Background: an optimization exercise with open tools, aiming at small area. Do not read the settings as production practice. Function was checked by simulation only, so behaviour that the tests miss may differ from the original. Power is estimated from default activity; no workload was simulated.

==> flow/design.v (excerpt) <==
module PolarisCPU(
	output			fence_o,
	output			trap_o,
	output	[3:0]		cause_o,
	output	[63:0]		mepc_o,
	output			mpie_o,
	output			mie_o,
	input			irq_i,
	input			iack_i,
	input	[31:0]		idat_i,
	output	[63:0]		iadr_o,
	output			istb_o,
	input			dack_i,
	input	[63:0]		ddat_i,
	output	[63:0]		ddat_o,
	output	[63:0]		dadr_o,
	output			dwe_o,
	output			dcyc_o,
	output			dstb_o,
	output	[1:0]		dsiz_o,
	output			dsigned_o,
	output	[11:0]		cadr_o,
	output			coe_o,
	output			cwe_o,
	input			cvalid_i,
	output	[63:0]		cdat_o,
	input	[63:0]		cdat_i,
	input			clk_i,
	input			reset_i
);
	wire		pc_mbvec, pc_pcPlus4;
	wire		ft0_o;
	wire		iadr_pc;
	wire		ir_idat;
	reg		ft0;
	reg		rst;
	reg	[63:0]	pc;
	wire	[63:0]	ia;
	wire	[63:0]	pc_mux;
	reg	[31:0]	ir;
	wire	[31:0]	ir_mux;
	reg		xt0, xt1, xt2, xt3, xt4;
	wire		xt0_o, xt1_o, xt2_o, xt3_o, xt4_o;
	wire	[4:0]	ra_mux;
	wire		ra_ir1, ra_ir2, ra_ird;
	wire		rdat_alu, rdat_pc;
	wire	[63:0]	rdat_i, rdat_o;
	wire		rwe_o;
	reg	[63:0]	alua, alub;
	wire	[63:0]	alua_mux, alub_mux;
	wire		alua_rdat, alua_0, alua_ia;
	wire		alub_rdat, alub_imm12i, alub_imm12s, alub_imm20u, alub_imm20uj;
	wire	[63:0]	imm12i, imm12s, imm12sb;
	wire		pc_alu;
	wire		cflag_i;
	wire		sum_en;
	wire		and_en;
	wire		xor_en;
	wire		invB_en;
	wire		lsh_en;
	wire		rsh_en;
	wire		ltu_en, lts_en;
	wire	[63:0]	aluResult, aluXResult;
	wire		cflag_o;
	wire		vflag_o;
	wire		zflag_o;
	wire	[3:0]	rmask_i;
	wire		sx32_en;
	wire		alua_alua;
	wire		alub_alub;
	wire	[63:0]	imm20u, imm20uj;
	wire		ia_pc;
	wire		dadr_alu;
	wire		dcyc_1;
	wire		dstb_1;
	wire		dsiz_fn3;
	wire		rdat_ddat;
	wire		ddat_rdat;
	wire	[7:0]	ccr;
	wire		ccr_alu;
	wire		alub_imm12sb;
	reg		trap;
	wire		mcause_2, mcause_3, mcause_11;
	wire		pc_mtvec;
	wire		mepc_ia;
	wire		pc_mepc;
  ...
export LEC_CHECK = 0
export CAP_MARGIN = 20
export CORE_MARGIN = 2
export CORE_UTILIZATION = 50
export SLEW_MARGIN = 20
export SYNTH_HIERARCHICAL = 1
create_clock -name core_clock -period 15.0 [get_ports {clk_i}]
standard.sh (not shown) runs the stock make flow with config.mk's settings and CLKGATE_MAP_FILE= SYNTH_SCRIPT=/design/flow/synth_recipe.tcl, a recipe that flattens the netlist after the stock synthesis.
==> flow/flow/run.sh <==
#!/bin/bash
# Layout flow: the standard ORFS flow (standard.sh) with two changes:
#  - the port buffers are buf_1 cells instead of the flow's default choice;
#  - clock tree synthesis clusters up to 30 sinks under each clkbuf_16 and
#    adds no dummy loads.
# Synthesis is the standard one, run on its own first.
# Each step's full output goes to a log file here; ORFS's own per-stage logs
# are under orfs/logs/.
set -euo pipefail
bash standard.sh synth > flow_synth.log 2>&1
bash standard.sh \
	BUFFER_PORTS_ARGS="-buffer_cell sky130_fd_sc_hd__buf_1" \
	CTS_ARGS="-sink_clustering_enable -repair_clock_nets -dont_use_dummy_load -buf_list sky130_fd_sc_hd__clkbuf_16 -sink_clustering_size 30 -sink_clustering_max_diameter 60" \
	finish > flow_finish.log 2>&1
Next try:
--- a/flow/design.v
+++ b/flow/design.v
@@ -30,19 +30,20 @@
 	input			reset_i
 );
 	wire		pc_mbvec, pc_pcPlus4;
 	wire		ft0_o;
 	wire		iadr_pc;
 	wire		ir_idat;
 	reg		ft0;
 	reg		rst;
-	reg	[63:0]	pc;
-	wire	[63:0]	ia;
-	wire	[63:0]	pc_mux;
+	reg	[63:0]	ia;
+	reg		pcf;
+	wire	[63:0]	pc;
+	wire	[63:0]	ia_mux;
 	reg	[31:0]	ir;
 	wire	[31:0]	ir_mux;
 	reg		xt0, xt1, xt2, xt3, xt4;
 	wire		xt0_o, xt1_o, xt2_o, xt3_o, xt4_o;
 	wire	[4:0]	ra_mux;
 	wire		ra_ir1, ra_ir2, ra_ird;
 	wire		rdat_alu, rdat_pc;
 	wire	[63:0]	rdat_i, rdat_o;
@@ -145,50 +146,52 @@
 			(alub_alub ? alub : 0);
 	assign rdat_i = (rdat_alu ? aluXResult : 0) |
 			(rdat_ddat ? ddat_i : 0) |
 			(rdat_cdat ? ucdat_i : 0) |
 			(rdat_pc ? pc : 0);
 	assign ra_mux = (ra_ir1 ? ir[19:15] : 0) |
 			(ra_ir2 ? ir[24:20] : 0) |
 			(ra_ird ? ir[11:7] : 0);	
-	wire [64:2] pc_c;
-	assign pc_c[2] = 1'b1;
+	wire [63:2] pc_c;
+	wire [8:0] pc_bc;
+	assign pc_bc[0] = pcf;
 	genvar k;
 	generate
+		for (k = 0; k < 8; k = k + 1) begin : pcblk
+			localparam LO = 2 + 8 * k;
+			localparam HI = (k == 7) ? 63 : LO + 7;
+			assign pc_c[LO] = pc_bc[k];
+			assign pc_bc[k+1] = pc_bc[k] & (&ia[HI:LO]);
+		end
 		for (k = 2; k < 64; k = k + 1) begin : pcinc
-			assign pc_c[k+1] = pc_c[k] & pc[k];
+			if (((k - 2) % 8) != 7 && k != 63)
+				assign pc_c[k+1] = pc_c[k] & ia[k];
 		end
 	endgenerate
-	wire [63:0] pc_plus4 = {pc[63:2] ^ pc_c[63:2], pc[1:0]};
-	wire pc_pc    = ~|{pc_mbvec,pc_pcPlus4,pc_alu,pc_mtvec,pc_mepc};
-	assign pc_mux = (pc_mbvec ? 64'hFFFF_FFFF_FFFF_FF00 : 64'h0) |
-			(pc_pcPlus4 ? pc_plus4 : 64'h0) |
+	assign pc = {ia[63:2] ^ pc_c[63:2], ia[1:0]};
+	wire ia_ia    = ~|{pc_mbvec,pc_pcPlus4,pc_alu,pc_mtvec,pc_mepc};
+	assign ia_mux = (pc_mbvec ? 64'hFFFF_FFFF_FFFF_FF00 : 64'h0) |
+			(pc_pcPlus4 ? pc : 64'h0) |
 			(pc_alu ? aluXResult : 64'h0) |
 			(pc_mtvec ? mtvec_i : 64'h0) |
 			(pc_mepc ? mepc_o : 64'h0) |
-			(pc_pc ? pc : 64'h0);	
-	wire [64:2] pc_b;
-	assign pc_b[2] = 1'b1;
-	generate
-		for (k = 2; k < 64; k = k + 1) begin : iadec
-			assign pc_b[k+1] = pc_b[k] & ~pc[k];
-		end
-	endgenerate
-	assign ia = {pc[63:2] ^ pc_b[63:2], pc[1:0]};
+			(ia_ia ? ia : 64'h0);	
+	wire pcf_mux = pc_pcPlus4 | (ia_ia & pcf);
 	assign iadr_o = iadr_pc ? pc : 0;
 	wire ir_ir    = ~ir_idat;
 	generate
 		for (k = 0; k < 32; k = k + 1) begin : irm
 			ao22 u(.a1(idat_i[k]), .a2(ir_idat), .b1(ir[k]), .b2(ir_ir), .x(ir_mux[k]));
 		end
 	endgenerate
 	always @(posedge clk_i) begin
 		rst <= reset_i;
-		pc <= pc_mux;
+		ia <= ia_mux;
+		pcf <= pcf_mux;
 		ft0 <= ft0_o;
 		xt0 <= xt0_o;
 		xt1 <= xt1_o;
 		xt2 <= xt2_o;
 		xt3 <= xt3_o;
 		xt4 <= xt4_o;
 		ir <= ir_mux;
 		alua <= alua_mux;
Effect: Worst hold slack got worse by 9.4 ps. Critical path depth fell by 3. Worst setup slack gets worse by 5.9 ps. Routed wire length came out higher by roughly a tenth. Area after synthesis is about the same. Maximum frequency barely changes. Synthesized cell count is higher slightly. Sequential share of layout area barely changes. Utilization stays flat. Total power goes up by a few percent.

## what the ideal ports hide
The results above use ideal ports. As a check the final layouts listed here were re-extracted and re-timed, cells and wires unchanged.
Step 1 sets driving cells, clkbuf_16 on the clock port and buf_2 on the other inputs (assumed; they add their load-dependent delay and slew).
Step 2 moves the port delays by t, midway between the first and last clock arrival at a register: inputs arrive t later, outputs are due t later. That takes back most of the time a late clock gives input paths.
Slacks: no drivers / after step 1 / after step 2; pairs: no drivers / after step 1.
run	t, ns	slack for setup (ns)	worst setup path after step 2	clock arrival spread, ns
the first run	0.930	1.835 / 1.736 / 2.089	register to register	0.131 / 0.132
the second run	0.947	1.829 / 1.733 / 2.174	register to register	0.123 / 0.123
After both steps every run listed still meets setup and hold.
